What follows belongs to an exercise in optimizing a design on an open flow for small area and a short achievable clock period; a production flow would make more cautious choices.

==> module HarmonicMean, before the edit <==
module HarmonicMean (
    input wire clk,
    input wire reset,
    input wire [15:0] data1,
    input wire [15:0] data2,
    input wire [15:0] data3,
    input wire [15:0] data4,
    input wire data_valid1,
    input wire data_valid2,
    input wire data_valid3,
    input wire data_valid4,
    output wire [15:0] harmonic_mean,
    output reg data_ready
);
wire [15:0] p12, p34, hm_num, hm_den;
hm_mul16lo u_m12 (.a(data1), .b(data2), .p(p12));
hm_mul16lo u_m34 (.a(data3), .b(data4), .p(p34));
hm_mul16lo u_mn (.a(p12), .b(p34), .p(hm_num));
hm_sum4 u_sum (.a(data1), .b(data2), .c(data3), .d(data4), .s(hm_den));
wire all_valid = data_valid1 & data_valid2 & data_valid3 & data_valid4;
wire [15:13] qa;
wire [15:0] a_r15;
hm_divrow #(.I(15)) u_a_row15 (.r(hm_num), .d(hm_den), .q(qa[15]), .rn(a_r15));
wire [15:0] a_r14;
hm_divrow #(.I(14)) u_a_row14 (.r(a_r15), .d(hm_den), .q(qa[14]), .rn(a_r14));
wire [15:0] a_r13;
hm_divrow #(.I(13)) u_a_row13 (.r(a_r14), .d(hm_den), .q(qa[13]), .rn(a_r13));
reg [15:0] rem_q;
reg [15:0] den_q;
reg [15:13] qhi_q;
always @(posedge clk or posedge reset) begin
    if (reset) begin
        rem_q <= 16'd0;
        den_q <= 16'd1;
        qhi_q <= 0;
        data_ready <= 1'b0;
    end else begin
        if (all_valid) begin
            rem_q <= a_r13;
            den_q <= hm_den;
            qhi_q <= qa;
        end
        data_ready <= all_valid;
    end
end
wire [12:0] qb;
wire [15:0] b_r12;
hm_divrow #(.I(12)) u_b_row12 (.r(rem_q), .d(den_q), .q(qb[12]), .rn(b_r12));
wire [15:0] b_r11;
hm_divrow #(.I(11)) u_b_row11 (.r(b_r12), .d(den_q), .q(qb[11]), .rn(b_r11));
wire [15:0] b_r10;
hm_divrow #(.I(10)) u_b_row10 (.r(b_r11), .d(den_q), .q(qb[10]), .rn(b_r10));
wire [15:0] b_r9;
hm_divrow #(.I(9)) u_b_row9 (.r(b_r10), .d(den_q), .q(qb[9]), .rn(b_r9));
wire [15:0] b_r8;
hm_divrow #(.I(8)) u_b_row8 (.r(b_r9), .d(den_q), .q(qb[8]), .rn(b_r8));
wire [15:0] b_r7;
hm_divrow #(.I(7)) u_b_row7 (.r(b_r8), .d(den_q), .q(qb[7]), .rn(b_r7));
wire [15:0] b_r6;
hm_divrow #(.I(6)) u_b_row6 (.r(b_r7), .d(den_q), .q(qb[6]), .rn(b_r6));
wire [15:0] b_r5;
hm_divrow #(.I(5)) u_b_row5 (.r(b_r6), .d(den_q), .q(qb[5]), .rn(b_r5));
wire [15:0] b_r4;
hm_divrow #(.I(4)) u_b_row4 (.r(b_r5), .d(den_q), .q(qb[4]), .rn(b_r4));
wire [15:0] b_r3;
hm_divrow #(.I(3)) u_b_row3 (.r(b_r4), .d(den_q), .q(qb[3]), .rn(b_r3));
wire [15:0] b_r2;
hm_divrow #(.I(2)) u_b_row2 (.r(b_r3), .d(den_q), .q(qb[2]), .rn(b_r2));
wire [15:0] b_r1;
hm_divrow #(.I(1)) u_b_row1 (.r(b_r2), .d(den_q), .q(qb[1]), .rn(b_r1));
wire [15:0] b_r0;
hm_divrow #(.I(0)) u_b_row0 (.r(b_r1), .d(den_q), .q(qb[0]), .rn(b_r0));
assign harmonic_mean = {qhi_q, qb};
endmodule
==> flow/config.mk <==
export PLATFORM = sky130hd
export DESIGN_NAME = HarmonicMean
export DESIGN_NICKNAME = HarmonicMean
export VERILOG_FILES = /design/flow/design.v
export SDC_FILE = /design/flow/constraint.sdc
export NUM_CORES = 4
export LEC_CHECK = 0
export ABC_AREA = 1
export CAP_MARGIN = 20
export CORE_MARGIN = 2
export CORE_UTILIZATION = 40
export SLEW_MARGIN = 20
==> flow/constraint.sdc <==
create_clock -name core_clock -period 56.0 [get_ports {clk}]
set_input_delay 11.2000 -clock core_clock [delete_from_list [all_inputs] [get_ports {clk}]]
set_output_delay 11.2000 -clock core_clock [all_outputs]
set_load 0.01 [all_outputs]
standard.sh (not shown) runs the stock make flow with config.mk's settings and CLKGATE_MAP_FILE= SYNTH_SCRIPT=/design/flow/synth_recipe.tcl, a recipe that flattens the netlist after the stock synthesis.
==> flow/flow/run.sh <==
#!/bin/bash
# Standard synthesis, then full-adder polarity clean-up on its netlist, then the
# standard layout from that netlist. Each tool's output goes to its own log here.
set -euo pipefail
R=orfs/results/$FLOW_PLATFORM/HarmonicMean/base
bash standard.sh synth > synth.log 2>&1
cp $R/1_2_yosys.v 1_2_yosys.standard.v
python3 flow/fapol.py 1_2_yosys.standard.v $R/1_2_yosys.v > fapol.log 2>&1
bash standard.sh finish SETUP_SLACK_MARGIN=30 "BUFFER_PORTS_ARGS=-buffer_cell sky130_fd_sc_hd__buf_2" > layout.log 2>&1
Other scripts of this flow, unchanged in this note and not shown: flow/flow/fapol.py
Rerun with:
--- a/flow/design.v
+++ b/flow/design.v
@@ -19,14 +19,12 @@
 hm_sum4 u_sum (.a(data1), .b(data2), .c(data3), .d(data4), .s(hm_den));
 wire all_valid = data_valid1 & data_valid2 & data_valid3 & data_valid4;
-wire [15:13] qa;
+wire [15:14] qa;
 wire [15:0] a_r15;
 hm_divrow #(.I(15)) u_a_row15 (.r(hm_num), .d(hm_den), .q(qa[15]), .rn(a_r15));
 wire [15:0] a_r14;
 hm_divrow #(.I(14)) u_a_row14 (.r(a_r15), .d(hm_den), .q(qa[14]), .rn(a_r14));
-wire [15:0] a_r13;
-hm_divrow #(.I(13)) u_a_row13 (.r(a_r14), .d(hm_den), .q(qa[13]), .rn(a_r13));
 reg [15:0] rem_q;
 reg [15:0] den_q;
-reg [15:13] qhi_q;
+reg [15:14] qhi_q;
 always @(posedge clk or posedge reset) begin
     if (reset) begin
@@ -37,5 +35,5 @@
     end else begin
         if (all_valid) begin
-            rem_q <= a_r13;
+            rem_q <= a_r14;
             den_q <= hm_den;
             qhi_q <= qa;
@@ -44,7 +42,9 @@
     end
 end
-wire [12:0] qb;
+wire [13:0] qb;
+wire [15:0] b_r13;
+hm_divrow #(.I(13)) u_b_row13 (.r(rem_q), .d(den_q), .q(qb[13]), .rn(b_r13));
 wire [15:0] b_r12;
-hm_divrow #(.I(12)) u_b_row12 (.r(rem_q), .d(den_q), .q(qb[12]), .rn(b_r12));
+hm_divrow #(.I(12)) u_b_row12 (.r(b_r13), .d(den_q), .q(qb[12]), .rn(b_r12));
 wire [15:0] b_r11;
 hm_divrow #(.I(11)) u_b_row11 (.r(b_r12), .d(den_q), .q(qb[11]), .rn(b_r11));
Count of clock-buffer cells in the layout goes down by 1.
Clock skew stays the same.
First-iteration DRC count goes down by 1.8%.
Die area goes up by 6.2%.
Routed wire length goes up by 1.9%.
Core utilization goes down by 0.44 points.
Sequential share of layout area goes down by 0.32 points.
Via count goes down by 1.4%.
No functional check of the RTL was part of any run of this note.

[static timing again, ports no longer ideal]
In the flow no input, the clock included, has a driving cell. The finished layouts below were timed again as built, in two steps.
Step 1 sets driving cells, clkbuf_16 on the clock port and buf_2 on the other inputs (assumed; they add their load-dependent delay and slew).
Step 2 adds t to the input delays and takes it off the output delays; t is the mean of the earliest and latest rising clock arrival at the registers after step 1. Input paths then give back, and output paths get back, about the clock's delay inside the block.
a / b / c = ideal ports / drivers / drivers and shift; a / b = the first two.
run | t, ns | setup WS [ns] | worst setup path after step 2
the first run | 0.324 | 31.447 / 31.400 / 31.724 | register to output
the second run | 0.328 | 31.302 / 31.255 / 31.583 | register to output
After both steps every run listed still meets setup and hold.
